Context: an optimization exercise on an open-source flow, tuned for small area. The choices shown serve that exercise and are no tape-out recipe. RTL that was checked went through simulation tests only; none was proved equivalent to the original. The RTL of runs 1 to 3 was laid out without a check of its function. Power figures rest on the tool's default switching activity, not on a simulated workload. The flow treats the clock pin as an ideal source, which a real chip does not have.

File: flow/run.sh
#!/bin/bash
# synth_recipe.tcl (not shown) runs the flow's synth.tcl, then flattens the netlist and writes it again
# the make line also repeats each setting of config.mk as NAME=value (left out here)
make -C /OpenROAD-flow-scripts/flow DESIGN_CONFIG=/design/flow/config.mk WORK_HOME=/design/flow/orfs CLKGATE_MAP_FILE= SYNTH_SCRIPT=/design/flow/synth_recipe.tcl finish
File: flow/config.mk
export PLATFORM = sky130hd
export DESIGN_NAME = facedet_display
export DESIGN_NICKNAME = facedet_display
export VERILOG_FILES = /design/flow/design.v
export SDC_FILE = /design/flow/constraint.sdc
export NUM_CORES = 4
export LEC_CHECK = 0
export CAP_MARGIN = 20
export CORE_MARGIN = 2
export CORE_UTILIZATION = 45
export CTS_CLUSTER_DIAMETER = 100
export CTS_CLUSTER_SIZE = 36
export PLACE_DENSITY = 0.6
export SLEW_MARGIN = 20
File: flow/constraint.sdc
create_clock -name core_clock -period 12.0 [get_ports {clk}]
set_input_delay 2.4000 -clock core_clock [delete_from_list [all_inputs] [get_ports {clk}]]
set_output_delay 2.4000 -clock core_clock [all_outputs]
set_load 0.01 [all_outputs]
File: flow/design.v
`timescale 1ns / 1ps
module facedet_display(
    input wire clk,
    input wire rst,
    output wire [14:0] rd_addr,
    input wire [19:0] ii_rddata,
    input wire detected_flag,
    input wire continuous,
    output wire vga_hsync,
    output wire vga_vsync,
    output wire [3:0] vga_r,
    output wire [3:0] vga_g,
    output wire [3:0] vga_b
    );
    reg [9:0] hpos;
    reg [9:0] vcnt;
    always @(posedge clk) begin
        if (rst) begin
            hpos <= 10'd15;
            vcnt <= 10'd520;
        end else if (hpos == 10'd814) begin
            hpos <= 10'd15;
            vcnt <= (vcnt == 10'd524) ? 10'd0 : vcnt + 10'd1;
        end else begin
            hpos <= hpos + 10'd1;
        end
    end
    wire rows = ((vcnt >= 10'd180) && (vcnt <= 10'd299));
    wire addr_en = rows && ((hpos >= 10'd256) && (hpos <= 10'd415));
    wire data_en = rows && ((hpos >= 10'd259) && (hpos <= 10'd418));
    wire addr_clr = ((vcnt == 10'd490) && (hpos != 10'd15)) || ((vcnt >= 10'd491) && (vcnt <= 10'd524));
    reg [9:0] addr_hi;
    always @(posedge clk) begin
        if (addr_clr)
            addr_hi <= 10'd0;
        else if (addr_en && (hpos[4:0] == 5'd31))
            addr_hi <= addr_hi + 10'd1;
    end
    assign rd_addr = {addr_hi, addr_en ? hpos[4:0] : 5'd0};
    reg [639:0] ring;
    wire [3:0] above = ring[639:636];
    wire [3:0] feed = data_en ? ii_rddata[3:0] : (addr_clr ? 4'd0 : above);
    always @(posedge clk)
        ring <= {ring[635:0], feed};
    wire [3:0] diff = ii_rddata[3:0] - above;
    reg [3:0] row_buff;
    reg [3:0] bw_reg;
    reg [3:0] grey;
    always @(posedge clk) begin
        if (addr_clr)
            row_buff <= 4'd0;
        else if (data_en)
            row_buff <= diff;
        bw_reg <= data_en ? diff - row_buff : 4'd0;
        grey <= bw_reg;
    end
    reg cont_q, det_q;
    always @(posedge clk) begin
        cont_q <= continuous;
        det_q <= detected_flag;
    end
    wire rect = ((hpos >= 10'd116) && (hpos <= 10'd215)) && ((vcnt >= 10'd100) && (vcnt <= 10'd200));
    wire dot =
        ((vcnt == 10'd143) && ((hpos >= 10'd515) && (hpos <= 10'd517))) ||
        ((vcnt == 10'd144) && ((hpos >= 10'd513) && (hpos <= 10'd519))) ||
        ((vcnt == 10'd145) && ((hpos >= 10'd511) && (hpos <= 10'd521))) ||
        ((vcnt == 10'd146) && ((hpos >= 10'd511) && (hpos <= 10'd521))) ||
        ((vcnt == 10'd147) && ((hpos >= 10'd510) && (hpos <= 10'd522))) ||
        ((vcnt == 10'd148) && ((hpos >= 10'd510) && (hpos <= 10'd522))) ||
        ((vcnt == 10'd149) && ((hpos >= 10'd509) && (hpos <= 10'd523))) ||
        ((vcnt == 10'd150) && ((hpos >= 10'd509) && (hpos <= 10'd523))) ||
        ((vcnt == 10'd151) && ((hpos >= 10'd509) && (hpos <= 10'd523))) ||
        ((vcnt == 10'd152) && ((hpos >= 10'd510) && (hpos <= 10'd522))) ||
        ((vcnt == 10'd153) && ((hpos >= 10'd510) && (hpos <= 10'd522))) ||
        ((vcnt == 10'd154) && ((hpos >= 10'd511) && (hpos <= 10'd521))) ||
        ((vcnt == 10'd155) && ((hpos >= 10'd511) && (hpos <= 10'd521))) ||
        ((vcnt == 10'd156) && ((hpos >= 10'd513) && (hpos <= 10'd519))) ||
        ((vcnt == 10'd157) && ((hpos >= 10'd515) && (hpos <= 10'd517)));
    wire xr = (rect && !cont_q) || (dot && !det_q);
    wire xg = (rect && !cont_q) || (dot && det_q);
    wire xb = rect && cont_q;
    assign vga_hsync = !((hpos >= 10'd673) && (hpos <= 10'd768));
    assign vga_vsync = !((vcnt == 10'd491) || ((vcnt == 10'd490) && ((hpos >= 10'd19) && (hpos <= 10'd814))) ||
                         ((vcnt == 10'd492) && ((hpos >= 10'd15) && (hpos <= 10'd18))));
    assign vga_r = {4{xr}} | grey;
    assign vga_g = {4{xg}} | grey;
    assign vga_b = {4{xb}} | grey;
endmodule
==> out/results.ini, run 1 <==
[status]
status=complete, no violations

[drt]
drt_wl_total_microns=18300
drtIter0Drc=355
via_per_inst=4.28
routedWlPerCell_microns=12.1
drc=0
ant_nets=0
dr.pass1.iters=7
vias=6462

[global_route]
antenna_found_initial=0
grt_pass1_vias=5923
grt_max_degree=37
grt_pass1_wl_microns=30200
track_usage_pct=9.96
grt.overflow.total=0

[worst_setup_path]
critPathMaxFanout=8
rr_startpoint=vcnt[2]
cp-end-kind=primary output
reg2reg_setup_slack_ps=9180
reg2reg_depth=6
cp_top_family=compound AO/OA/AOI/OAI gates
required_ps=9600
crit_path_start=hpos[0]
crit_path_start_kind=flop
critPathCapture=vga_r[3]
path_depth=8
slowest_delay_ps=550
path_buf_inv=1
worstPathArrival_ps=3390
worstReg2RegEnd=row_buff[3]
worstPathCellList=ha_1, or3_1, nand4_1, a2111oi_0, nor4_2, a41oi_1, or2_1, clkdlybuf4s50_1
cp_slowest_cell=a2111oi_0
criticalPathCategory=flop to primary output

[clock_tree]
ctsHoldBuffers=0
cts_setup_buffers=0
cts_buffers=23
tritoncts=yes
cts_buffer_depth=3
clkSinkCount=684
root_buffer=clkbuf_16
cts.htree.levels=1
insertion_delay_ps=560
cts_resized=0
clkSlewWorstSetupHoldPaths_ps=130

[floorplan]
io_pins=53
die_y_microns=191
die_x_microns=191
row_count=68
core_sq_um=34500
start_util_pct=45.8
die-area_sq_um=36600

[yosys]
ys.flop_type=dfxtp_1
yosys.cell_types.count=60
ys_seq_area_share_pct=86.6
yosys-top-cells-area=dfxtp_1 (87%), ha_1 (1.3%), nand2_1 (0.93%), nor2_1 (0.83%), xnor2_1 (0.83%)
synth-edff-count=0
yosysTopAreaCell=dfxtp_1
synthArstFlopShare_pct=0
synth_warnings=1
ys_ff_latch=684
synth.top_cell.area_share_pct=86.6
synth_area_sq_um=15800
avgSynthCellArea_sq_um=15.7
synthCells=1010
synth_nets=1052

[sta]
tns_ps=0
relSlewSlack_pct=31.7
slew_violations=0
finalClockSkew_ps=18.3
setup_violations=0
rsz0062_at_grt=no
tightest_slew_ps=1020
finalCritPeriodShare_pct=48.3
clock.fmax_ghz=0.173
period_needed_ps=5800
hold_viol_final=0
whs_ps=321

[finish]
antennaDiodeCount=0
instances_no_fill=1510
fillCellCount=2986
nNetsFinal=1095
largest_register_ffs=640
regMostFlops=ring
drive_above_1_share_pct=4.55
syn_to_final_growth_pct=9.22

[power_and_ir_drop]
powerDensity_nw_per_um2=191
design_power_total_mw=3.29
p_leak_nw=6.68
ir_drop_v=0.000133

[place]
finalWeightedCongestion=0.861
port_buffers=36
numPlacedInstances=1483
hpwl_microns=10200

[worst_hold_path]
hold_class=flop to flop

[job]
maxCapViolations=0

## placed cells by master (no fill, tap or decap), drive strengths merged, types with 5 or more instances in the layout
cell type,synthesis,layout
a211oi,6,6
a21o,5,5
a21oi,13,13
and2,7,7
clkbuf,3,24
clkdlybuf4s50,0,36
dfxtp,684,684
ha,16,16
inv,23,25
mux2i,5,5
nand2,39,39
nand2b,6,6
nand3,10,10
nand4,6,6
nor2,38,38
nor2b,6,6
nor3,16,16
nor4,6,6
o21ai,19,19
or2,12,12
or3,7,7
xnor2,15,15
xor2,9,9
## cell type report
| class | count | area [sq um] | area share, % |
|---|---|---|---|
| Clock buffer | 24 | 589 | 3.41 |
| Inverter | 23 | 86.3 | 0.500 |
| Clock inverter | 3 | 40.0 | 0.232 |
| Timing Repair Buffer | 36 | 360 | 2.09 |
| Tap cell | 455 | 569 | 3.30 |
| Sequential cell | 684 | 13700 | 79.3 |
| Multi-Input combinational cell | 285 | 1930 | 11.2 |
## kinds of logic (layout without fill, tap and decap cells)
kind of cell    count (synthesis)  count (layout)  synth area share, %
xor+xnor                       24              24                 1.33
buf+inv                        41              86                 1.19
mux                             7               7                0.459
simple gates                  162             162                 5.62
compound gates                 74              74                 3.27
flops                         684             684                 86.6
fa+ha+maj                      18              18                 1.52
## layer usage
| metal | global-route usage, % | part of all wire, % |
|---|---|---|
| met1 | 16.5 | 57 |
| met2 | 12.7 | 36 |
| met3 | 1.62 | 4.2 |
| met4 | 3.73 | 3.4 |
| met5 | 0 | 0 |
## per-stage QoR
| stage | util [%] | instance area, sq um | setup slack, ps |
|---|---|---|---|
| 3_3_place_gp | 48.2 | 16600 | 6860 |
| 2_1_floorplan | - | 15800 | 7680 |
| 4_1_cts | 50.0 | 17300 | 6200 |
| 5_1_grt | 50.0 | 17300 | 5960 |
| 3_5_place_dp | 48.2 | 16600 | 6840 |
| 6_report | 50.0 | 17300 | 6210 |
## synthesized netlist by cell type (9+ instances only)
library cell,instances
dfxtp_1,684
o21ai_0,16
nor3_1,15
xor2_1,9
inv_1,23
xnor2_1,15
nand2_1,39
nor2_1,35
buf_2,12
nand3_1,9
a21oi_1,13
ha_1,16
## report_power, final
group          total [mW]  switching, mW  internal (mW)
Sequential           2.28        0.00977           2.27
Clock               0.973          0.608          0.365
Combinational      0.0356         0.0219         0.0137
Total                3.29          0.640           2.65
## worst min-delay path by stage
stage / start / to / slack, ps / cells after the start
floorplan: bw_reg[0] / grey[0] / 310 / 0
global placement: ring[414] / ring[418] / 310 / 0
detailed placement: ring[147] / ring[151] / 310 / 0
CTS: ring[340] / ring[344] / 320 / 0
global route: ring[340] / ring[344] / 320 / 0
finish: ring[260] / ring[264] / 320 / 0
## worst register-to-register path: stages, from the launching register on
cell and delay, ps:
dfxtp_1 520, a21o_1 240, a2111o_1 460, a21o_1 380
a211oi_4 740, mux2i_1 300, nor2_2 40
==> run 2, diff against run 1 <==
--- a/flow/config.mk
+++ b/flow/config.mk
@@ -8,7 +8,7 @@
 export CAP_MARGIN = 20
 export CORE_MARGIN = 2
-export CORE_UTILIZATION = 45
-export CTS_CLUSTER_DIAMETER = 100
-export CTS_CLUSTER_SIZE = 36
-export PLACE_DENSITY = 0.6
+export CORE_UTILIZATION = 65
+export CTS_CLUSTER_DIAMETER = 60
+export CTS_CLUSTER_SIZE = 40
+export PLACE_DENSITY = 0.7
 export SLEW_MARGIN = 20
==> run 2 against run 1 <==
  * Combinational power hardly changed
  * Critical path depth unchanged
  * Cell count decreased by 7.0%
  * Maximum frequency up 0.43%
  * Clock power grew 34%
  * First-iteration DRC count is 11% higher
  * Synthesized cell count is the same
  * Critical endpoint is now vga_r[0]
  * Largest power group unchanged
==> out/results.ini, run 2 <==
[finish]
drive_above_1_share_pct=6.85  ; was 4.55%
mostFrequentLayoutCells=dfxtp_1 (684), nand2_1 (39), clkdlybuf4s50_1 (36)  ; unchanged
syn_to_final_growth_pct=11.5  ; was 9.22%
nNetsFinal=1101  ; was 1095
antennaDiodeCount=0  ; unchanged
layout_commonest_cell=dfxtp_1  ; unchanged
largest_register_ffs=640  ; unchanged
regMostFlops=ring  ; unchanged
fin_area_sq_um=17600  ; was 17300 sq um

[floorplan]
row_count=57  ; was 68
die-area_sq_um=25600  ; was 36600 sq um
die_y_microns=160  ; was 191 microns
die_x_microns=160  ; was 191 microns
core_sq_um=24100  ; was 34500 sq um
start_util_pct=65.6  ; was 45.8%
io_pins=53  ; unchanged

[drt]
ant_nets=0  ; unchanged
drt_wl_total_microns=18900  ; was 18300 microns
vias=6454  ; was 6462
drc=0  ; unchanged
dr.pass1.iters=4  ; was 7
drtIter0Drc=395  ; was 355
via_per_inst=4.59  ; was 4.28
routedWlPerCell_microns=13.5  ; was 12.1 microns

[place]
hpwl_microns=10200  ; about the same
placed_area_sq_um=16500  ; was 16600 sq um
port_buffers=36  ; unchanged
finalWeightedCongestion=0.853  ; was 0.861

[power_and_ir_drop]
p_leak_nw=6.91  ; was 6.68 nW
clkPwrFrac_pct=35.9  ; was 29.6%
powerDensity_nw_per_um2=205  ; was 191 nW/um^2
p_sw_uw=793  ; was 640 uW
swShare_pct=21.9  ; was 19.4%
seq_power_share_pct=63.2  ; was 69.4%
p_int_mw=2.82  ; was 2.65 mW
combPwrFrac_pct=1.0  ; was 1.1%
design_power_total_mw=3.61  ; was 3.29 mW
ir_drop_v=0.000154  ; was 0.000133 V

[global_route]
antenna_found_initial=0  ; unchanged
grt_max_degree=41  ; was 37
track_usage_pct=15.1  ; was 9.96%
grt_pass1_wl_microns=31700  ; was 30200 microns
grt.overflow.total=0  ; unchanged
grt_pass1_vias=6115  ; was 5923

[yosys]
synth_nets=1052  ; unchanged
yosysMostFrequentCell=dfxtp_1  ; unchanged
synth-edff-count=0  ; unchanged
ys_ff_latch=684  ; unchanged
ys_seq_area_share_pct=86.6  ; unchanged
ys.flop_type=dfxtp_1  ; unchanged
avgSynthCellArea_sq_um=15.7  ; unchanged
synth_common_cells=dfxtp_1 (684), nand2_1 (39), nor2_1 (35)  ; unchanged
yosys.cell_types.count=60  ; unchanged
yosysTopAreaCell=dfxtp_1  ; unchanged
synth_area_sq_um=15800  ; unchanged
synthArstFlopShare_pct=0  ; unchanged
synthCells=1010  ; unchanged
yosys-top-cells-area=dfxtp_1 (87%), ha_1 (1.3%), nand2_1 (0.93%), nor2_1 (0.83%), xnor2_1 (0.83%)  ; unchanged
synth.top_cell.area_share_pct=86.6  ; unchanged
synth_warnings=1  ; unchanged

[sta]
finalClockSkew_ps=35.5  ; was 18.3 ps
hold_viol_final=0  ; unchanged
clock.fmax_ghz=0.173  ; about the same
relSlewSlack_pct=30.8  ; was 31.7%
period_needed_ps=5770  ; was 5800 ps
rsz0062_at_grt=no  ; unchanged
setup_violations=0  ; unchanged
tns_ps=0  ; unchanged
tightest_slew_ps=1040  ; was 1020 ps
finalCritPeriodShare_pct=48.1  ; was 48.3%
slew_violations=0  ; unchanged

[worst_setup_path]
slowest_delay_ps=550  ; about the same
criticalPathCategory=flop to primary output  ; unchanged
cp_slowest_cell=a2111oi_0  ; unchanged
required_ps=9600  ; about the same
worstPathArrival_ps=3370  ; was 3390 ps
path_buf_inv=1  ; unchanged
cp-end-kind=primary output  ; unchanged
worstPathCellList=ha_1, or3_1, nand4_1, a2111oi_0, nor4_2, a41oi_1, or2_1, clkdlybuf4s50_1  ; unchanged
crit_path_start_kind=flop  ; unchanged
cp_top_family=compound AO/OA/AOI/OAI gates  ; unchanged
critPathMaxFanout=8  ; unchanged

[clock_tree]
insertion_delay_ps=600  ; was 560 ps
ctsHoldBuffers=0  ; unchanged
clkSlewWorstSetupHoldPaths_ps=120  ; was 130 ps
root_buffer=clkbuf_16  ; unchanged
clkSinkCount=684  ; unchanged
cts_buffer_depth=3  ; unchanged
cts_setup_buffers=0  ; unchanged
cts.htree.levels=1  ; unchanged
tritoncts=yes  ; unchanged
cts_buffers=29  ; was 23
cts_resized=0  ; unchanged

[job]
maxCapViolations=0  ; unchanged

[status]
status=complete, no violations  ; unchanged

[worst_hold_path]
hold_class=flop to flop  ; unchanged

run 2: cell counts after synthesis:
No cell type changed its count.
run 2: per-layer routing:
metal	routed length, microns	track usage, %
met5	0	0
met4	435	4.71
met3	886	2.55
met2	7320	20.2
met1	10300	25.1
run 2: final timing paths:
path | slack (ps) | cells past startpoint | start | end
max reg2reg | 9240 | 6 | vcnt[2] | row_buff[3]
max | 6230 | 8 | hpos[0] | vga_r[0]
min reg2reg | 330 | 0 | ring[125] | ring[129]
min | 330 | 0 | ring[125] | ring[129]
run 2: worst reg2reg max path, stage by stage (launching register included):
cell,delay [ps]
dfxtp_1,490
a21o_1,230
a2111o_1,460
a21o_1,380
a211oi_4,730
mux2i_1,300
nor2_2,50
run 2: through the flow:
step,instances,worst slack (ps),util (%),hold WS [ps]
6_report,1405,6230,73.1,327
3_5_place_dp,1352,6890,68.3,312
4_1_cts,1405,6220,73.1,329
5_1_grt,1405,5980,73.1,331
2_1_floorplan,1010,7680,-,310
3_3_place_gp,1352,6890,68.3,311
run 2: cell type report:
type | count | area, sq um
Clock buffer | 29 | 726
Clock inverter | 24 | 430
Fill cell | 1520 | 6480
Inverter | 23 | 86.3
Multi-Input combinational cell | 285 | 1930
Sequential cell | 684 | 13700
Tap cell | 324 | 405
Timing Repair Buffer | 36 | 360
run 2: cell families after synthesis:
kind of cell	count (synthesis)	synth area share, %
compound gates	74	3.27
buf+inv	41	1.19
xor+xnor	24	1.33
flops	684	86.6
fa+ha+maj	18	1.52
mux	7	0.459
simple gates	162	5.62
run 2: power groups by stage:
| stage | clock network [mW] | logic (mW) | registers [mW] |
|---|---|---|---|
| final | 1.30 | 0.0354 | 2.28 |
| after global routing | 1.41 | 0.0395 | 2.28 |
| after CTS | 1.33 | 0.0352 | 2.28 |
| after detailed placement | 0 | 0.0341 | 2.33 |
| after global placement | 0 | 0.0336 | 2.33 |
| after floorplan | 0 | 0.0298 | 2.33 |
==> run 3, diff against run 2 <==
==> flow/flow/run.sh (new file) <==
#!/bin/bash
# Standard layout with three changes: logic cells shrunk to their smallest
# drive after floorplanning, port buffers of the smallest buffer cell, and
# clock tree synthesis without dummy loads and with larger sink clusters.
set -euo pipefail
here=$(pwd)
export POST_FLOORPLAN_TCL=$here/flow/downsize.tcl
export BUFFER_PORTS_ARGS="-buffer_cell sky130_fd_sc_hd__buf_1"
export CTS_ARGS="-sink_clustering_enable -repair_clock_nets -dont_use_dummy_load -sink_clustering_size 36 -sink_clustering_max_diameter 100"
bash standard.sh > $here/standard.log 2>&1
==> flow/flow/downsize.tcl (new file) <==
# Shrink each logic cell to the smallest drive strength of its family. The
# design has several ns of slack at its period; the resizer's later
# repair_design restores drive wherever a slew or load limit needs it.
set dont_use [split $::env(DONT_USE_CELLS)]
set n 0
set saved 0.0
foreach inst [get_cells *] {
  set master [get_property $inst ref_name]
  if { ![regexp {^(sky130_fd_sc_hd__[a-z0-9]+)_([0-9]+)$} $master -> base sz] } { continue }
  if { [regexp {^sky130_fd_sc_hd__(df|ed|sd|dl|tap|fill|decap|conb|clk|probe|lpflow)} $master] } { continue }
  set cur [lindex [get_lib_cells */$master] 0]
  set best $master
  set best_area [get_property $cur area]
  set area0 $best_area
  foreach lc [get_lib_cells */${base}_*] {
    set name [get_property $lc name]
    if { ![regexp "^${base}_\[0-9\]+\$" $name] } { continue }
    if { [lsearch -exact $dont_use $name] >= 0 } { continue }
    set a [get_property $lc area]
    if { $a < $best_area } {
      set best $name
      set best_area $a
    }
  }
  if { $best ne $master } {
    replace_cell $inst $best
    incr n
    set saved [expr {$saved + $area0 - $best_area}]
  }
}
puts "downsize.tcl: replaced $n cells, [format %.1f $saved] um2 less"
==> flow/standard.sh (new file) <==
#!/bin/bash
# synth_recipe.tcl (not shown) runs the flow's synth.tcl, then flattens the netlist and writes it again
# the make line also repeats each setting of config.mk as NAME=value (left out here)
make -C /OpenROAD-flow-scripts/flow DESIGN_CONFIG=/design/flow/config.mk WORK_HOME=/design/flow/orfs CLKGATE_MAP_FILE= SYNTH_SCRIPT=/design/flow/synth_recipe.tcl "${@:-finish}"
--- a/flow/config.mk
+++ b/flow/config.mk
@@ -8,7 +8,5 @@
 export CAP_MARGIN = 20
 export CORE_MARGIN = 2
-export CORE_UTILIZATION = 65
-export CTS_CLUSTER_DIAMETER = 60
-export CTS_CLUSTER_SIZE = 40
-export PLACE_DENSITY = 0.7
+export CORE_UTILIZATION = 45
+export PLACE_DENSITY = 0.6
 export SLEW_MARGIN = 20
removed: flow/run.sh
==> run 3 against run 2 <==
  * Still clean
  * Clock-buffer cell count shrank 6
  * Clock power shrank 28%
  * Register-to-register slack lost 70 ps
==> out/results.ini, run 3 <==
[yosys]
synthArstFlopShare_pct=0  ; unchanged
synth_nets=1052  ; unchanged
synth_common_cells=dfxtp_1 (684), nand2_1 (39), nor2_1 (35)  ; unchanged
avgSynthCellArea_sq_um=15.7  ; unchanged
ys_ff_latch=684  ; unchanged
ys_seq_area_share_pct=86.6  ; unchanged
synth-edff-count=0  ; unchanged
ys.flop_type=dfxtp_1  ; unchanged
synthCells=1010  ; unchanged
synth.top_cell.area_share_pct=86.6  ; unchanged
yosys.cell_types.count=60  ; unchanged
yosysMostFrequentCell=dfxtp_1  ; unchanged
synth_area_sq_um=15800  ; unchanged
yosysTopAreaCell=dfxtp_1  ; unchanged
yosys-top-cells-area=dfxtp_1 (87%), ha_1 (1.3%), nand2_1 (0.93%), nor2_1 (0.83%), xnor2_1 (0.83%)  ; unchanged
synth_warnings=1  ; unchanged

[finish]
final_util_pct=48.9  ; was 73.1%
multi_input_comb_area_sq_um=1830  ; was 1930 sq um
regMostFlops=ring  ; unchanged
mostFrequentLayoutCells=dfxtp_1 (684), nand2_1 (39), nor2_1 (38)  ; was dfxtp_1 (684), nand2_1 (39), clkdlybuf4s50_1 (36)
nNetsFinal=1097  ; was 1101
layout_commonest_cell=dfxtp_1  ; unchanged
drive_above_1_share_pct=3.13  ; was 6.85%
largest_register_ffs=640  ; unchanged
instances_no_fill=1508  ; was 1405
antennaDiodeCount=0  ; unchanged
regArea_sq_um=13700  ; unchanged
fillCellCount=2980  ; was 1520
syn_to_final_growth_pct=6.95  ; was 11.5%

[sta]
hold_viol_final=0  ; unchanged
tns_ps=0  ; unchanged
setup_violations=0  ; unchanged
whs_ps=287  ; was 327 ps
rsz0062_at_grt=no  ; unchanged
slew_violations=0  ; unchanged
tightest_slew_ps=976  ; was 1040 ps
finalCritPeriodShare_pct=46.7  ; was 48.1%
finalClockSkew_ps=43.9  ; was 35.5 ps
period_needed_ps=5600  ; was 5770 ps
relSlewSlack_pct=34.9  ; was 30.8%
clock.fmax_ghz=0.179  ; was 0.173 GHz

[clock_tree]
ctsHoldBuffers=0  ; unchanged
cts_setup_buffers=0  ; unchanged
clkSlewWorstSetupHoldPaths_ps=120  ; about the same
cts.htree.levels=1  ; unchanged
cts_buffers=23  ; was 29
root_buffer=clkbuf_16  ; unchanged
insertion_delay_ps=550  ; was 600 ps
tritoncts=yes  ; unchanged
cts_resized=0  ; unchanged
clkSinkCount=684  ; unchanged
cts_buffer_depth=3  ; unchanged

[worst_setup_path]
reg2reg_depth=6  ; unchanged
cp-end-kind=primary output  ; unchanged
worstPathArrival_ps=3200  ; was 3370 ps
worstReg2RegEnd=addr_hi[3]  ; was row_buff[3]
critPathMaxFanout=10  ; was 8
reg2reg_setup_slack_ps=9170  ; was 9240 ps
criticalPathCategory=flop to primary output  ; unchanged
required_ps=9600  ; about the same
crit_path_start_kind=flop  ; unchanged
rr_startpoint=vcnt[3]  ; was vcnt[2]

[drt]
via_per_inst=4.24  ; was 4.59
drc=0  ; unchanged
dr.pass1.iters=5  ; was 4
vias=6388  ; was 6454
ant_nets=0  ; unchanged
drtIter0Drc=337  ; was 395
routedWlPerCell_microns=11.9  ; was 13.5 microns
drt_wl_total_microns=17900  ; was 18900 microns

[global_route]
grt_max_degree=37  ; was 41
antenna_found_initial=0  ; unchanged
grt.overflow.total=0  ; unchanged
met3_usage_pct=1.82  ; was 2.55%
top_usage_layer=met1  ; unchanged
met2_usage_pct=13.0  ; was 20.2%
track_usage_pct=10.1  ; was 15.1%
grt_use_met1_pct=16.5  ; was 25.1%
grt_pass1_vias=6077  ; was 6115
grt_pass1_wl_microns=30500  ; was 31700 microns

[power_and_ir_drop]
p_int_mw=2.63  ; was 2.82 mW
combPwrFrac_pct=1.0  ; about the same
seq_power_share_pct=70.2  ; was 63.2%
swShare_pct=19.0  ; was 21.9%
p_leak_nw=6.53  ; was 6.91 nW
powerDensity_nw_per_um2=192  ; was 205 nW/um^2
design_power_total_mw=3.25  ; was 3.61 mW
clkPwrFrac_pct=28.8  ; was 35.9%
ir_drop_v=0.000147  ; was 0.000154 V
p_sw_uw=617  ; was 793 uW

[place]
finalWeightedCongestion=0.863  ; was 0.853
hpwl_microns=9940  ; was 10200 microns
numPlacedInstances=1485  ; was 1352
port_buffers=36  ; unchanged

[status]
status=complete, no violations  ; unchanged

[worst_hold_path]
hold_class=flop to flop  ; unchanged
min_delay_path_depth=0  ; unchanged
min_to=ring[316]  ; was ring[129]
hp-start=ring[312]  ; was ring[125]

[floorplan]
die_x_microns=191  ; was 160 microns
row_count=68  ; was 57
io_pins=53  ; unchanged
core_sq_um=34500  ; was 24100 sq um
die-area_sq_um=36600  ; was 25600 sq um
start_util_pct=45.8  ; was 65.6%
die_y_microns=191  ; was 160 microns

[job]
maxCapViolations=0  ; unchanged

## run 3: through the flow
stage / area, sq um / setup slack, ps
floorplan: 15800 / 7680
global placement: 16300 / 7050
detailed placement: 16300 / 7010
CTS: 16900 / 6410
global route: 16900 / 6130
finish: 16900 / 6400
## run 3: how the worst max path moves through the flow
stage	startpoint	end	slack, ps	depth (start not counted)
3_3_place_gp	hpos[7]	vga_r[0]	7050	7
3_5_place_dp	hpos[7]	vga_r[3]	7010	7
4_1_cts	hpos[7]	vga_r[3]	6410	7
2_1_floorplan	vcnt[0]	vga_g[0]	7680	8
5_1_grt	hpos[7]	vga_r[0]	6130	7
6_report	hpos[7]	vga_r[0]	6400	7
## run 3: cells by family (layout without fill, tap and decap cells)
kind of cell	after synthesis	after routing	share of synthesized area, %
compound gates	74	74	3.27
buf+inv	41	84	1.19
simple gates	162	162	5.62
flops	684	684	86.6
mux	7	7	0.459
xor+xnor	24	24	1.33
fa+ha+maj	18	18	1.52
## run 3: power groups by stage
stage | registers, mW | logic, mW | clock network, mW
detailed placement | 2.33 | 0.0320 | 0
CTS | 2.28 | 0.0323 | 0.973
floorplan | 2.33 | 0.0298 | 0
global placement | 2.33 | 0.0319 | 0
global route | 2.28 | 0.0370 | 1.05
finish | 2.28 | 0.0323 | 0.936
## run 3: cell type report
type / instances / area share [%]
clock buffer: 23 / 3.40
inverter: 23 / 0.511
multi-input combinational: 285 / 10.8
sequential: 684 / 81.0
tap: 455 / 3.37
timing repair buffer: 38 / 0.888
## run 3: worst max-delay path, stage by stage, from the launching register on
cell	delay, ps
dfxtp_1	460
nor3_1	670
nand3_1	210
a2111oi_0	450
o21bai_1	150
a41oi_1	420
or2_1	170
buf_1	140
## run 3: routing by layer
metal | wire, microns | vias up
met5 | 0 | -
met4 | 506 | 0
met3 | 805 | 28
met2 | 6450 | 111
met1 | 10100 | 2935
li1 | - | 3314
==> run 4, diff against run 3 <==
==> flow/design.v (replaced) <==
`timescale 1ns / 1ps
module facedet_display(
    input wire clk,
    input wire rst,
    output wire [14:0] rd_addr,
    input wire [19:0] ii_rddata,
    input wire detected_flag,
    input wire continuous,
    output wire vga_hsync,
    output wire vga_vsync,
    output wire [3:0] vga_r,
    output wire [3:0] vga_g,
    output wire [3:0] vga_b
    );
    reg [9:0] hpos;
    reg [9:0] vcnt;
    always @(posedge clk) begin
        if (rst) begin
            hpos <= 10'd623;
            vcnt <= 10'd160;
        end else if (hpos == 10'd398) begin
            hpos <= 10'd623;
            vcnt <= (vcnt == 10'd164) ? 10'd664 : vcnt + 10'd1;
        end else begin
            hpos <= hpos + 10'd1;
        end
    end
    wire rows = ((vcnt >= 10'd844) && (vcnt <= 10'd963));
    wire addr_en = rows && ((hpos >= 10'd864));
    wire data_en = rows && ((hpos >= 10'd867) || (hpos <= 10'd2));
    wire addr_clr = ((vcnt == 10'd130) && (hpos != 10'd623)) || ((vcnt >= 10'd131) && (vcnt <= 10'd164));
    reg [9:0] addr_hi;
    always @(posedge clk) begin
        if (addr_clr)
            addr_hi <= 10'd0;
        else if (addr_en && (hpos[4:0] == 5'd31))
            addr_hi <= addr_hi + 10'd1;
    end
    assign rd_addr = {addr_hi, addr_en ? hpos[4:0] : 5'd0};
    reg [639:0] ring;
    wire [3:0] above = ring[639:636];
    wire [3:0] feed = data_en ? ii_rddata[3:0] : (addr_clr ? 4'd0 : above);
    always @(posedge clk)
        ring <= {ring[635:0], feed};
    wire [3:0] diff = ii_rddata[3:0] - above;
    reg [3:0] row_buff;
    reg [3:0] bw_reg;
    reg [3:0] grey;
    always @(posedge clk) begin
        if (addr_clr)
            row_buff <= 4'd0;
        else if (data_en)
            row_buff <= diff;
        bw_reg <= data_en ? diff - row_buff : 4'd0;
        grey <= bw_reg;
    end
    reg cont_q, det_q;
    always @(posedge clk) begin
        cont_q <= continuous;
        det_q <= detected_flag;
    end
    wire rect = ((hpos >= 10'd724) && (hpos <= 10'd823)) && ((vcnt >= 10'd764) && (vcnt <= 10'd864));
    wire dot =
        ((vcnt == 10'd807) && ((hpos >= 10'd99) && (hpos <= 10'd101))) ||
        ((vcnt == 10'd808) && ((hpos >= 10'd97) && (hpos <= 10'd103))) ||
        ((vcnt == 10'd809) && ((hpos >= 10'd95) && (hpos <= 10'd105))) ||
        ((vcnt == 10'd810) && ((hpos >= 10'd95) && (hpos <= 10'd105))) ||
        ((vcnt == 10'd811) && ((hpos >= 10'd94) && (hpos <= 10'd106))) ||
        ((vcnt == 10'd812) && ((hpos >= 10'd94) && (hpos <= 10'd106))) ||
        ((vcnt == 10'd813) && ((hpos >= 10'd93) && (hpos <= 10'd107))) ||
        ((vcnt == 10'd814) && ((hpos >= 10'd93) && (hpos <= 10'd107))) ||
        ((vcnt == 10'd815) && ((hpos >= 10'd93) && (hpos <= 10'd107))) ||
        ((vcnt == 10'd816) && ((hpos >= 10'd94) && (hpos <= 10'd106))) ||
        ((vcnt == 10'd817) && ((hpos >= 10'd94) && (hpos <= 10'd106))) ||
        ((vcnt == 10'd818) && ((hpos >= 10'd95) && (hpos <= 10'd105))) ||
        ((vcnt == 10'd819) && ((hpos >= 10'd95) && (hpos <= 10'd105))) ||
        ((vcnt == 10'd820) && ((hpos >= 10'd97) && (hpos <= 10'd103))) ||
        ((vcnt == 10'd821) && ((hpos >= 10'd99) && (hpos <= 10'd101)));
    wire xr = (rect && !cont_q) || (dot && !det_q);
    wire xg = (rect && !cont_q) || (dot && det_q);
    wire xb = rect && cont_q;
    assign vga_hsync = !((hpos >= 10'd257) && (hpos <= 10'd352));
    assign vga_vsync = !((vcnt == 10'd131) || ((vcnt == 10'd130) && ((hpos >= 10'd627) || (hpos <= 10'd398))) ||
                         ((vcnt == 10'd132) && ((hpos >= 10'd623) && (hpos <= 10'd626))));
    assign vga_r = {4{xr}} | grey;
    assign vga_g = {4{xg}} | grey;
    assign vga_b = {4{xb}} | grey;
endmodule
==> run 4 against run 3 <==
  * Die area decreased by 1.1%
  * Non-clock buffer count unchanged
  * Sequential cell count unchanged
  * Still clean on timing, DRC and antenna
==> out/results.ini, run 4 <==
[floorplan]
io_pins=53  ; unchanged
core_sq_um=34400  ; was 34500 sq um
die-area_sq_um=36200  ; was 36600 sq um
die_x_microns=190  ; was 191 microns
die_y_microns=190  ; was 191 microns
start_util_pct=45.5  ; was 45.8%
row_count=68  ; unchanged

[clock_tree]
cts_resized=0  ; unchanged
ctsHoldBuffers=0  ; unchanged
tritoncts=yes  ; unchanged
insertion_delay_ps=550  ; about the same
cts_setup_buffers=0  ; unchanged
clkSlewWorstSetupHoldPaths_ps=120  ; about the same
cts_buffers=23  ; unchanged
cts.htree.levels=1  ; unchanged
clkSinkCount=684  ; unchanged
root_buffer=clkbuf_16  ; unchanged
cts_buffer_depth=3  ; unchanged

[yosys]
yosys-top-cells-area=dfxtp_1 (88%), ha_1 (1.2%), xor2_1 (0.90%), nor2_1 (0.89%), nand2_1 (0.70%)  ; was dfxtp_1 (87%), ha_1 (1.3%), nand2_1 (0.93%), nor2_1 (0.83%), xnor2_1 (0.83%)
avgSynthCellArea_sq_um=15.7  ; about the same
synthArstFlopShare_pct=0  ; unchanged
synth.top_cell.area_share_pct=87.6  ; was 86.6%
ys_ff_latch=684  ; unchanged
yosys.cell_types.count=56  ; was 60
yosysMostFrequentCell=dfxtp_1  ; unchanged
ys_seq_area_share_pct=87.6  ; was 86.6%
synth_area_sq_um=15600  ; was 15800 sq um
ys.flop_type=dfxtp_1  ; unchanged
yosysTopAreaCell=dfxtp_1  ; unchanged
synth-edff-count=0  ; unchanged
synth_warnings=1  ; unchanged
synth_nets=1033  ; was 1052
synthCells=992  ; was 1010
synth_common_cells=dfxtp_1 (684), nor2_1 (37), nand2_1 (29)  ; was dfxtp_1 (684), nand2_1 (39), nor2_1 (35)

[drt]
dr.pass1.iters=5  ; unchanged
drtIter0Drc=302  ; was 337
drc=0  ; unchanged
via_per_inst=4.22  ; was 4.24
routedWlPerCell_microns=11.8  ; was 11.9 microns
ant_nets=0  ; unchanged
vias=6265  ; was 6388
drt_wl_total_microns=17500  ; was 17900 microns

[global_route]
grt_use_met1_pct=15.6  ; was 16.5%
grt_pass1_wl_microns=29400  ; was 30500 microns
track_usage_pct=9.76  ; was 10.1%
antenna_found_initial=0  ; unchanged
grt.overflow.total=0  ; unchanged
top_usage_layer=met1  ; unchanged
grt_max_degree=37  ; unchanged
met2_usage_pct=12.9  ; was 13.0%
grt_pass1_vias=5928  ; was 6077
met3_usage_pct=2.02  ; was 1.82%

[place]
pre_cts_slack_ps=7280  ; was 7010 ps
finalWeightedCongestion=0.871  ; was 0.863
port_buffers=36  ; unchanged
placed_area_sq_um=16200  ; was 16300 sq um
hpwl_microns=9850  ; was 9940 microns

[sta]
clock.fmax_ghz=0.188  ; was 0.179 GHz
rsz0062_at_grt=no  ; unchanged
relSlewSlack_pct=47.2  ; was 34.9%
finalClockSkew_ps=47.7  ; was 43.9 ps
hold_viol_final=0  ; unchanged
slew_violations=0  ; unchanged
tns_ps=0  ; unchanged
finalCritPeriodShare_pct=44.4  ; was 46.7%
tightest_slew_ps=790  ; was 976 ps
period_needed_ps=5330  ; was 5600 ps
setup_violations=0  ; unchanged
worst_slack_ps=6670  ; was 6400 ps

[worst_setup_path]
reg2reg_setup_slack_ps=9090  ; was 9170 ps
critPathMaxFanout=13  ; was 10
worstReg2RegEnd=addr_hi[9]  ; was addr_hi[3]
required_ps=9600  ; about the same
critPathCapture=vga_g[3]  ; was vga_r[0]
rr_startpoint=vcnt[4]  ; was vcnt[3]
worstPathArrival_ps=2930  ; was 3200 ps
crit_path_start_kind=flop  ; unchanged
criticalPathCategory=flop to primary output  ; unchanged
crit_path_start=vcnt[4]  ; was hpos[7]
cp-end-kind=primary output  ; unchanged
reg2reg_depth=6  ; unchanged

[finish]
nNetsFinal=1074  ; was 1097
largest_register_ffs=640  ; unchanged
regArea_sq_um=13700  ; unchanged
layout_commonest_cell=dfxtp_1  ; unchanged
regMostFlops=ring  ; unchanged
syn_to_final_growth_pct=7.38  ; was 6.95%
multi_input_comb_area_sq_um=1710  ; was 1830 sq um
final_util_pct=48.8  ; was 48.9%
fin_area_sq_um=16800  ; was 16900 sq um
fillCellCount=2909  ; was 2980
mostFrequentLayoutCells=dfxtp_1 (684), nor2_1 (37), buf_1 (36)  ; was dfxtp_1 (684), nand2_1 (39), nor2_1 (38)
antennaDiodeCount=0  ; unchanged
drive_above_1_share_pct=2.81  ; was 3.13%

[power_and_ir_drop]
p_leak_nw=6.50  ; was 6.53 nW
ir_drop_v=0.000130  ; was 0.000147 V
powerDensity_nw_per_um2=194  ; was 192 nW/um^2

[job]
maxCapViolations=0  ; unchanged

[status]
status=complete, no violations  ; unchanged

[worst_hold_path]
hold_class=flop to flop  ; unchanged

run 4: changes by cell type after synthesis, sizes merged, moves of 6 or more:
cell,delta
o21ai,-6
clkbuf,+8
nand2,-10
or2,-10
xnor2,-6
nand4,+6
xor2,+7
run 4: power breakdown:
part / switching [mW] / total, mW / internal (mW) / leakage, nW
registers: 0.0113 / 2.29 / 2.28 / 5.52
logic: 0.0202 / 0.0347 / 0.0145 / 0.704
clock network: 0.583 / 0.932 / 0.349 / 0.283
run 4: final cells by class:
class	instances	share of cell area, %
multi-input cells	266	10.2
well taps	455	3.39
repair buffers	38	0.895
flip-flops and latches	684	81.6
inverters	20	0.447
clock buffers	23	3.43
run 4: worst min-delay path by stage:
stage | start | to | slack [ps] | cells past startpoint
finish | ring[356] | ring[360] | 270 | 0
global route | ring[356] | ring[360] | 280 | 0
CTS | ring[320] | ring[324] | 280 | 0
detailed placement | ring[117] | ring[121] | 310 | 0
global placement | bw_reg[1] | grey[1] | 310 | 0
floorplan | bw_reg[0] | grey[0] | 310 | 0
run 4: kinds of logic (layout without fill, tap and decap cells):
group                    after synthesis  after routing  share of synthesized area [%]
AO/OA/AOI/OAI                         62             62                           2.56
multiplexers                           4              4                          0.256
AND/OR/NAND/NOR                      158            158                           5.46
adder cells (fa/ha/maj)               17             17                           1.46
XOR/XNOR                              25             25                           1.40
flip-flops                           684            684                           87.6
buffers and inverters                 42             81                           1.22
run 4: layer usage:
| layer | vias up | part of all wire (%) |
|---|---|---|
| li1 | 3238 | - |
| met1 | 2905 | 56 |
| met2 | 88 | 36 |
| met3 | 34 | 4.2 |
| met4 | 0 | 3.1 |
| met5 | - | 0 |
run 4: critical path, stage by stage (launching register included):
cell and delay, ps:
dfxtp_1 640, nand4_1 220, or3_1 390, o21ai_0 100, nor4bb_1 400, and3b_1 330
or3_1 140, buf_1 150
run 4: metrics by stage:
step / std cells / power [mW] / hold WS [ps]
floorplan: 992 / 2.36 / 310
global placement: 1463 / 2.37 / 311
detailed placement: 1463 / 2.37 / 312
CTS: 1486 / 3.29 / 279
global route: 1486 / 3.37 / 276
finish: 1486 / 3.25 / 273
==> run 5, diff against run 4 <==
==> flow/design.v (replaced) <==
`timescale 1ns / 1ps
module facedet_display(
    input wire clk,
    input wire rst,
    output wire [14:0] rd_addr,
    input wire [19:0] ii_rddata,
    input wire detected_flag,
    input wire continuous,
    output wire vga_hsync,
    output wire vga_vsync,
    output wire [3:0] vga_r,
    output wire [3:0] vga_g,
    output wire [3:0] vga_b
    );
    reg [9:0] hpos;
    reg [9:0] vcnt;
    always @(posedge clk) begin
        if (rst) begin
            hpos <= 10'd623;
            vcnt <= 10'd730;
        end else if (hpos == 10'd398) begin
            hpos <= 10'd623;
            vcnt <= (vcnt == 10'd734) ? 10'd210 : vcnt + 10'd1;
        end else begin
            hpos <= hpos + 10'd1;
        end
    end
    wire rows = ((vcnt >= 10'd390) && (vcnt <= 10'd509));
    wire addr_en = rows && ((hpos >= 10'd864));
    wire data_en = rows && ((hpos >= 10'd867) || (hpos <= 10'd2));
    wire addr_clr = ((vcnt == 10'd700) && (hpos != 10'd623)) || ((vcnt >= 10'd701) && (vcnt <= 10'd734));
    reg [9:0] addr_hi;
    always @(posedge clk) begin
        if (addr_clr)
            addr_hi <= 10'd0;
        else if (addr_en && (hpos[4:0] == 5'd31))
            addr_hi <= addr_hi + 10'd1;
    end
    assign rd_addr = {addr_hi, addr_en ? hpos[4:0] : 5'd0};
    reg [639:0] ring;
    wire [3:0] above = ring[639:636];
    wire [3:0] feed = data_en ? ii_rddata[3:0] : (addr_clr ? 4'd0 : above);
    always @(posedge clk)
        ring <= {ring[635:0], feed};
    wire [3:0] diff = ii_rddata[3:0] - above;
    reg [3:0] row_buff;
    reg [3:0] bw_reg;
    reg [3:0] grey;
    always @(posedge clk) begin
        if (addr_clr)
            row_buff <= 4'd0;
        else if (data_en)
            row_buff <= diff;
        bw_reg <= data_en ? diff - row_buff : 4'd0;
        grey <= bw_reg;
    end
    reg cont_q, det_q;
    always @(posedge clk) begin
        cont_q <= continuous;
        det_q <= detected_flag;
    end
    wire rect = ((hpos >= 10'd724) && (hpos <= 10'd823)) && ((vcnt >= 10'd310) && (vcnt <= 10'd410));
    wire vwin = (vcnt[9:4] == 6'd22) && (vcnt[3:0] != 4'd0);
    wire [2:0] ady = vcnt[3] ? vcnt[2:0] : 3'd0 - vcnt[2:0];
    wire hin_a = (hpos[9:5] == 5'd3) && (hpos[4:0] <= 5'd11);
    wire hin_b = (hpos[9:5] == 5'd2) && (hpos[4:0] >= 5'd29);
    wire [2:0] adx = (hin_a && (hpos[4:2] != 3'd0)) ? hpos[2:0] - 3'd4 : 3'd4 - hpos[2:0];
    reg dot_t;
    always @* begin
        case ({adx, ady})
            6'd0: dot_t = 1'b1;
            6'd1: dot_t = 1'b1;
            6'd2: dot_t = 1'b1;
            6'd3: dot_t = 1'b1;
            6'd4: dot_t = 1'b1;
            6'd5: dot_t = 1'b1;
            6'd6: dot_t = 1'b1;
            6'd7: dot_t = 1'b1;
            6'd8: dot_t = 1'b1;
            6'd9: dot_t = 1'b1;
            6'd10: dot_t = 1'b1;
            6'd11: dot_t = 1'b1;
            6'd12: dot_t = 1'b1;
            6'd13: dot_t = 1'b1;
            6'd14: dot_t = 1'b1;
            6'd15: dot_t = 1'b1;
            6'd16: dot_t = 1'b1;
            6'd17: dot_t = 1'b1;
            6'd18: dot_t = 1'b1;
            6'd19: dot_t = 1'b1;
            6'd20: dot_t = 1'b1;
            6'd21: dot_t = 1'b1;
            6'd22: dot_t = 1'b1;
            6'd24: dot_t = 1'b1;
            6'd25: dot_t = 1'b1;
            6'd26: dot_t = 1'b1;
            6'd27: dot_t = 1'b1;
            6'd28: dot_t = 1'b1;
            6'd29: dot_t = 1'b1;
            6'd30: dot_t = 1'b1;
            6'd32: dot_t = 1'b1;
            6'd33: dot_t = 1'b1;
            6'd34: dot_t = 1'b1;
            6'd35: dot_t = 1'b1;
            6'd36: dot_t = 1'b1;
            6'd37: dot_t = 1'b1;
            6'd40: dot_t = 1'b1;
            6'd41: dot_t = 1'b1;
            6'd42: dot_t = 1'b1;
            6'd43: dot_t = 1'b1;
            6'd44: dot_t = 1'b1;
            6'd45: dot_t = 1'b1;
            6'd48: dot_t = 1'b1;
            6'd49: dot_t = 1'b1;
            6'd50: dot_t = 1'b1;
            6'd51: dot_t = 1'b1;
            6'd56: dot_t = 1'b1;
            6'd57: dot_t = 1'b1;
            default: dot_t = 1'b0;
        endcase
    end
    wire dot = vwin && (hin_a || hin_b) && dot_t;
    wire xr = (rect && !cont_q) || (dot && !det_q);
    wire xg = (rect && !cont_q) || (dot && det_q);
    wire xb = rect && cont_q;
    assign vga_hsync = !((hpos >= 10'd257) && (hpos <= 10'd352));
    assign vga_vsync = !((vcnt == 10'd701) || ((vcnt == 10'd700) && ((hpos >= 10'd627) || (hpos <= 10'd398))) ||
                         ((vcnt == 10'd702) && ((hpos >= 10'd623) && (hpos <= 10'd626))));
    assign vga_r = {4{xr}} | grey;
    assign vga_g = {4{xg}} | grey;
    assign vga_b = {4{xb}} | grey;
endmodule
--- a/flow/flow/run.sh
+++ b/flow/flow/run.sh
@@ -7,4 +7,4 @@
 export POST_FLOORPLAN_TCL=$here/flow/downsize.tcl
 export BUFFER_PORTS_ARGS="-buffer_cell sky130_fd_sc_hd__buf_1"
-export CTS_ARGS="-sink_clustering_enable -repair_clock_nets -dont_use_dummy_load -sink_clustering_size 36 -sink_clustering_max_diameter 100"
+export CTS_ARGS="-sink_clustering_enable -repair_clock_nets -dont_use_dummy_load -sink_clustering_size 38 -sink_clustering_max_diameter 60"
 bash standard.sh > $here/standard.log 2>&1
--- a/flow/config.mk
+++ b/flow/config.mk
@@ -8,5 +8,5 @@
 export CAP_MARGIN = 20
 export CORE_MARGIN = 2
-export CORE_UTILIZATION = 45
-export PLACE_DENSITY = 0.6
+export CORE_UTILIZATION = 65
+export PLACE_DENSITY = 0.75
 export SLEW_MARGIN = 20
==> run 5 against run 4 <==
  * Still clean
  * Design area decreased by 0.30%
  * Critical path depth is 1 higher
  * Maximum frequency down 1.9%
  * First-iteration DRC count grew 13%
  * Global-route usage grew 5.9 points
  * Cell count is 9.2% lower
  * Critical endpoint is now vga_r[3]
  * Largest power group unchanged
  * Highest routed layer unchanged
==> out/results.ini, run 5 <==
[yosys]
synth_nets=1023  ; was 1033
synth_area_sq_um=15600  ; about the same
synthArstFlopShare_pct=0  ; unchanged
yosysMostFrequentCell=dfxtp_1  ; unchanged
yosys.cell_types.count=62  ; was 56
synth-edff-count=0  ; unchanged
ys.flop_type=dfxtp_1  ; unchanged
ys_seq_area_share_pct=87.8  ; was 87.6%
synth_warnings=1  ; unchanged
synth.top_cell.area_share_pct=87.8  ; was 87.6%
yosys-top-cells-area=dfxtp_1 (88%), ha_1 (1.2%), nor2_1 (1.0%), nand2_1 (0.82%), xnor2_1 (0.73%)  ; was dfxtp_1 (88%), ha_1 (1.2%), xor2_1 (0.90%), nor2_1 (0.89%), nand2_1 (0.70%)
avgSynthCellArea_sq_um=15.9  ; was 15.7 sq um
synthCells=982  ; was 992
yosysTopAreaCell=dfxtp_1  ; unchanged
ys_ff_latch=684  ; unchanged
synth_common_cells=dfxtp_1 (684), nor2_1 (42), nand2_1 (34)  ; was dfxtp_1 (684), nor2_1 (37), nand2_1 (29)

[power_and_ir_drop]
ir_drop_v=0.000147  ; was 0.000130 V
powerDensity_nw_per_um2=201  ; was 194 nW/um^2
p_leak_nw=6.67  ; was 6.50 nW
design_power_total_mw=3.36  ; was 3.25 mW

[finish]
fin_area_sq_um=16700  ; was 16800 sq um
drive_above_1_share_pct=3.40  ; was 2.81%
layout_commonest_cell=dfxtp_1  ; unchanged
antennaDiodeCount=0  ; unchanged
regMostFlops=ring  ; unchanged
mostFrequentLayoutCells=dfxtp_1 (684), nor2_1 (42), buf_1 (36)  ; was dfxtp_1 (684), nor2_1 (37), buf_1 (36)
final_util_pct=71.3  ; was 48.8%
largest_register_ffs=640  ; unchanged
syn_to_final_growth_pct=7.30  ; was 7.38%
nNetsFinal=1073  ; was 1074

[worst_setup_path]
slowest_delay_ps=620  ; was 640 ps
critPathMaxFanout=10  ; was 13
path_buf_inv=2  ; was 1
crit_path_start_kind=flop  ; unchanged
cp-end-kind=primary output  ; unchanged
cp_slowest_cell=or4b_2  ; was dfxtp_1
required_ps=9600  ; about the same
worstPathCellList=inv_1, ha_1, or4b_2, a31oi_1, mux2i_1, o211ai_1, nand2_1, buf_1  ; was nand4_1, or3_1, o21ai_0, nor4bb_1, and3b_1, or3_1, buf_1
criticalPathCategory=flop to primary output  ; unchanged
worstPathArrival_ps=3030  ; was 2930 ps
cp_top_family=simple AND/OR/NAND/NOR gates  ; unchanged

[global_route]
grt_pass1_wl_microns=32200  ; was 29400 microns
grt_max_degree=39  ; was 37
antenna_found_initial=0  ; unchanged
grt.overflow.total=0  ; unchanged
grt_pass1_vias=6237  ; was 5928
track_usage_pct=15.7  ; was 9.76%

[floorplan]
row_count=56  ; was 68
start_util_pct=66.4  ; was 45.5%
die_x_microns=159  ; was 190 microns
io_pins=53  ; unchanged
die-area_sq_um=25200  ; was 36200 sq um
core_sq_um=23500  ; was 34400 sq um
die_y_microns=159  ; was 190 microns

[sta]
setup_violations=0  ; unchanged
relSlewSlack_pct=48.9  ; was 47.2%
slew_violations=0  ; unchanged
finalClockSkew_ps=76.2  ; was 47.7 ps
rsz0062_at_grt=no  ; unchanged
period_needed_ps=5430  ; was 5330 ps
tightest_slew_ps=755  ; was 790 ps
hold_viol_final=0  ; unchanged
clock.fmax_ghz=0.184  ; was 0.188 GHz
finalCritPeriodShare_pct=45.3  ; was 44.4%
whs_ps=249  ; was 273 ps
tns_ps=0  ; unchanged

[drt]
drc=0  ; unchanged
dr.pass1.iters=4  ; was 5
via_per_inst=4.61  ; was 4.22
ant_nets=0  ; unchanged
vias=6219  ; was 6265
drt_wl_total_microns=19500  ; was 17500 microns
drtIter0Drc=341  ; was 302
routedWlPerCell_microns=14.4  ; was 11.8 microns

[place]
port_buffers=36  ; unchanged
hpwl_microns=10000  ; was 9850 microns
finalWeightedCongestion=0.838  ; was 0.871
placed_area_sq_um=16000  ; was 16200 sq um

[status]
status=complete, no violations  ; unchanged

[clock_tree]
clkSinkCount=684  ; unchanged
cts_buffers=28  ; was 23
cts_setup_buffers=0  ; unchanged
ctsHoldBuffers=0  ; unchanged
cts_resized=0  ; unchanged
clkSlewWorstSetupHoldPaths_ps=120  ; about the same
root_buffer=clkbuf_16  ; unchanged
insertion_delay_ps=590  ; was 550 ps
cts.htree.levels=1  ; unchanged
tritoncts=yes  ; unchanged
cts_buffer_depth=3  ; unchanged

[job]
maxCapViolations=0  ; unchanged

[worst_hold_path]
hold_class=flop to flop  ; unchanged

## run 5: cell types whose count changed in the layout (fill, tap and decap cells not counted), sizes merged, moves of 6 or more
cell and change:
o21ai -6, nand4 -7, a21oi -7, or3 -11
nand2 +6
## run 5: layout make-up
| type | count | area (sq um) |
|---|---|---|
| repair buffers | 38 | 150 |
| fillers | 1490 | 6750 |
| well taps | 319 | 399 |
| clock buffers | 28 | 701 |
| multi-input cells | 262 | 1720 |
| flip-flops and latches | 684 | 13700 |
| inverters | 18 | 67.6 |
## run 5: logic make-up after synthesis
logic type / Yosys count / share of synthesized area (%)
compound gates: 55 / 2.51
xor+xnor: 26 / 1.46
fa+ha+maj: 17 / 1.46
buf+inv: 36 / 0.987
flops: 684 / 87.8
mux: 5 / 0.321
simple gates: 159 / 5.41
## run 5: per-layer routing
metal,track usage (%),vias up,routed length [microns]
met1,24.0,2880,10300
met4,4.09,0,448
met2,23.4,97,8100
met5,0,-,0
li1,-,3209,-
met3,2.59,33,664
## run 5: per-stage QoR
step / setup WS (ps) / instances
3_3_place_gp: 7240 / 1321
4_1_cts: 6550 / 1349
5_1_grt: 6350 / 1349
6_report: 6570 / 1349
3_5_place_dp: 7180 / 1321
2_1_floorplan: 7420 / 982
## run 5: path summary, 6_finish.rpt
check	start	endpoint	slack, ps	cells past startpoint
worst max-delay path	vcnt[1]	vga_r[3]	6570	8
worst min-delay path	ring[381]	ring[385]	250	0
worst max register to register	vcnt[1]	ring[0]	9300	8
worst min register to register	ring[381]	ring[385]	250	0
## run 5: power by group
part	switching, mW	total, mW	internal (mW)
Combinational	0.0238	0.0432	0.0194
Sequential	0.0118	2.29	2.27
Clock	0.612	1.03	0.418
Total	0.648	3.36	2.71
==> run 6, diff against run 5 <==
--- a/flow/flow/run.sh
+++ b/flow/flow/run.sh
@@ -7,4 +7,4 @@
 export POST_FLOORPLAN_TCL=$here/flow/downsize.tcl
 export BUFFER_PORTS_ARGS="-buffer_cell sky130_fd_sc_hd__buf_1"
-export CTS_ARGS="-sink_clustering_enable -repair_clock_nets -dont_use_dummy_load -sink_clustering_size 38 -sink_clustering_max_diameter 60"
+export CTS_ARGS="-sink_clustering_enable -repair_clock_nets -dont_use_dummy_load -sink_clustering_size 36 -sink_clustering_max_diameter 100"
 bash standard.sh > $here/standard.log 2>&1
--- a/flow/config.mk
+++ b/flow/config.mk
@@ -8,5 +8,5 @@
 export CAP_MARGIN = 20
 export CORE_MARGIN = 2
-export CORE_UTILIZATION = 65
-export PLACE_DENSITY = 0.75
+export CORE_UTILIZATION = 45
+export PLACE_DENSITY = 0.6
 export SLEW_MARGIN = 20
==> run 6 against run 5 <==
  * Critical path type unchanged
  * Register-to-register slack got worse by 20 ps
  * Combinational power barely moved
  * Critical endpoint is now vga_r[1]
  * Critical path depth unchanged
  * Via count shrank 0.47%
  * Largest cell class unchanged
  * Maximum frequency is 0.67% lower
  * Area after synthesis did not move
==> out/results.ini, run 6 <==
[status]
status=complete, no violations  ; unchanged

[yosys]
synth.top_cell.area_share_pct=87.8  ; unchanged
ys.flop_type=dfxtp_1  ; unchanged
synth_nets=1023  ; unchanged
synth_warnings=1  ; unchanged
synth-edff-count=0  ; unchanged
ys_seq_area_share_pct=87.8  ; unchanged
yosys.cell_types.count=62  ; unchanged
yosys-top-cells-area=dfxtp_1 (88%), ha_1 (1.2%), nor2_1 (1.0%), nand2_1 (0.82%), xnor2_1 (0.73%)  ; unchanged
yosysMostFrequentCell=dfxtp_1  ; unchanged
synth_common_cells=dfxtp_1 (684), nor2_1 (42), nand2_1 (34)  ; unchanged
synthCells=982  ; unchanged
synth_area_sq_um=15600  ; unchanged
synthArstFlopShare_pct=0  ; unchanged
ys_ff_latch=684  ; unchanged
yosysTopAreaCell=dfxtp_1  ; unchanged
avgSynthCellArea_sq_um=15.9  ; unchanged

[floorplan]
die_x_microns=190  ; was 159 microns
row_count=68  ; was 56
start_util_pct=45.5  ; was 66.4%
core_sq_um=34300  ; was 23500 sq um
die-area_sq_um=36100  ; was 25200 sq um
die_y_microns=190  ; was 159 microns
io_pins=53  ; unchanged

[power_and_ir_drop]
p_int_mw=2.64  ; was 2.71 mW
powerDensity_nw_per_um2=195  ; was 201 nW/um^2
ir_drop_v=0.000106  ; was 0.000147 V
swShare_pct=19.0  ; was 19.3%
p_sw_uw=620  ; was 648 uW
clkPwrFrac_pct=28.6  ; was 30.7%
seq_power_share_pct=70.1  ; was 68.0%
combPwrFrac_pct=1.3  ; about the same
design_power_total_mw=3.26  ; was 3.36 mW
p_leak_nw=6.61  ; was 6.67 nW

[worst_setup_path]
worstReg2RegEnd=ring[0]  ; unchanged
reg2reg_setup_slack_ps=9280  ; was 9300 ps
reg2reg_depth=8  ; unchanged
criticalPathCategory=flop to primary output  ; unchanged
critPathMaxFanout=7  ; was 10
crit_path_start_kind=flop  ; unchanged
rr_startpoint=vcnt[0]  ; was vcnt[1]
required_ps=9600  ; about the same
worstPathArrival_ps=3070  ; was 3030 ps
cp-end-kind=primary output  ; unchanged

[clock_tree]
cts_buffers=23  ; was 28
clkSinkCount=684  ; unchanged
insertion_delay_ps=550  ; was 590 ps
cts_buffer_depth=3  ; unchanged
cts_setup_buffers=0  ; unchanged
cts_resized=0  ; unchanged
clkSlewWorstSetupHoldPaths_ps=120  ; about the same
cts.htree.levels=1  ; unchanged
ctsHoldBuffers=0  ; unchanged
root_buffer=clkbuf_16  ; unchanged
tritoncts=yes  ; unchanged

[drt]
ant_nets=0  ; unchanged
via_per_inst=4.18  ; was 4.61
drt_wl_total_microns=17200  ; was 19500 microns
drtIter0Drc=331  ; was 341
vias=6190  ; was 6219
drc=0  ; unchanged
dr.pass1.iters=5  ; was 4
routedWlPerCell_microns=11.6  ; was 14.4 microns

[sta]
setup_violations=0  ; unchanged
period_needed_ps=5470  ; was 5430 ps
relSlewSlack_pct=43.5  ; was 48.9%
slew_violations=0  ; unchanged
finalClockSkew_ps=43.3  ; was 76.2 ps
tightest_slew_ps=835  ; was 755 ps
clock.fmax_ghz=0.183  ; was 0.184 GHz
finalCritPeriodShare_pct=45.6  ; was 45.3%
rsz0062_at_grt=no  ; unchanged
hold_viol_final=0  ; unchanged
tns_ps=0  ; unchanged

[finish]
drive_above_1_share_pct=2.93  ; was 3.40%
fillCellCount=2921  ; was 1490
largest_register_ffs=640  ; unchanged
syn_to_final_growth_pct=7.59  ; was 7.30%
regArea_sq_um=13700  ; unchanged
multi_input_comb_area_sq_um=1720  ; unchanged
nNetsFinal=1068  ; was 1073
regMostFlops=ring  ; unchanged
layout_commonest_cell=dfxtp_1  ; unchanged
antennaDiodeCount=0  ; unchanged
mostFrequentLayoutCells=dfxtp_1 (684), nor2_1 (42), buf_1 (36)  ; unchanged

[worst_hold_path]
hp-start=ring[452]  ; was ring[381]
min_to=ring[456]  ; was ring[385]
hold_class=flop to flop  ; unchanged
min_delay_path_depth=0  ; unchanged

[global_route]
grt.overflow.total=0  ; unchanged
grt_pass1_vias=5821  ; was 6237
met2_usage_pct=12.4  ; was 23.4%
met3_usage_pct=1.72  ; was 2.59%
grt_max_degree=37  ; was 39
grt_pass1_wl_microns=28900  ; was 32200 microns
grt_use_met1_pct=15.6  ; was 24.0%
top_usage_layer=met1  ; unchanged
track_usage_pct=9.56  ; was 15.7%
antenna_found_initial=0  ; unchanged

[place]
port_buffers=36  ; unchanged
finalWeightedCongestion=0.807  ; was 0.838
hpwl_microns=9330  ; was 10000 microns

[job]
maxCapViolations=0  ; unchanged

run 6: cell type report:
type | count | share of cell area (%)
flip-flops and latches | 684 | 81.6
repair buffers | 38 | 0.895
multi-input cells | 262 | 10.2
inverters | 18 | 0.403
well taps | 455 | 3.39
clock buffers | 23 | 3.43
run 6: worst max path at each step:
stage,startpoint,to,cells after the start
after detailed placement,vcnt[1],vga_r[0],8
after global routing,vcnt[0],vga_g[0],8
final,vcnt[0],vga_r[1],8
after global placement,vcnt[1],vga_g[0],8
after CTS,vcnt[0],vga_r[1],8
after floorplan,vcnt[1],vga_r[3],8
run 6: per-layer routing:
metal	wire length, microns	vias up
li1	-	3210
met1	9770	2821
met2	6100	120
met3	757	39
met4	564	0
met5	0	-
run 6: logic make-up after synthesis:
| logic type | Yosys count | share of synthesized area [%] |
|---|---|---|
| DFF | 684 | 87.8 |
| and+or+nand+nor | 159 | 5.41 |
| AOI/OAI and AO/OA | 55 | 2.51 |
| buffers and inverters | 36 | 0.987 |
| xor gates and xnor gates | 26 | 1.46 |
| adders and majority gates | 17 | 1.46 |
| muxes | 5 | 0.321 |
run 6: power by group through the flow:
stage	logic [mW]	clock network (mW)	registers [mW]
2_1_floorplan	0.0410	0	2.33
3_3_place_gp	0.0421	0	2.34
3_5_place_dp	0.0427	0	2.34
4_1_cts	0.0431	0.969	2.29
5_1_grt	0.0491	1.04	2.29
6_report	0.0432	0.933	2.29
run 6: through the flow:
step	worst slack [ps]	utilization, %	std cells	hold WS (ps)	instance area (sq um)
6_report	6530	48.9	1480	287	16800
5_1_grt	6280	48.9	1480	283	16800
4_1_cts	6530	48.9	1480	284	16800
3_5_place_dp	7130	47.2	1457	312	16200
3_3_place_gp	7190	47.2	1457	312	16200
2_1_floorplan	7420	-	982	310	15600
run 6: worst max-delay path, cell delays in order (launching register included):
cell,delay (ps)
dfxtp_1,490
inv_1,150
ha_1,360
or4b_2,620
a31oi_1,200
mux2i_1,130
o211ai_1,330
nand2_1,100
buf_1,130

separate check: timing with driven ports:
In the flow no input, the clock included, has a driving cell. The finished layouts below were timed again as built, in two steps. Step 1: set_driving_cell puts a clkbuf_16 on clk and a buf_2 on each other input, an assumption about the parent block. Step 2 times the ports against the registers' clock, not the clock port: input delays grow and output delays shrink by t, the midpoint of the rising clock arrivals with the driver on. Three values: ideal, step 1, step 2; two values: the first two.
| run | shift t [ns] | setup WS [ns] | latest minus earliest clock arrival (ns) | worst slew at a driven data input, ns |
|---|---|---|---|---|
| run 1 | 0.591 | 6.205 / 6.158 / 6.749 | 0.026 / 0.025 | 0.04 |
| run 2 | 0.628 | 6.230 / 6.182 / 6.810 | 0.040 / 0.040 | 0.04 |
| run 3 | 0.579 | 6.401 / 6.352 / 6.931 | 0.046 / 0.046 | 0.03 |
| run 4 | 0.573 | 6.674 / 6.624 / 7.197 | 0.048 / 0.048 | 0.04 |
| run 5 | 0.591 | 6.568 / 6.522 / 7.112 | 0.121 / 0.121 | 0.05 |
| run 6 | 0.577 | 6.531 / 6.484 / 7.061 | 0.043 / 0.044 | 0.05 |
After both steps every run listed still meets setup and hold.
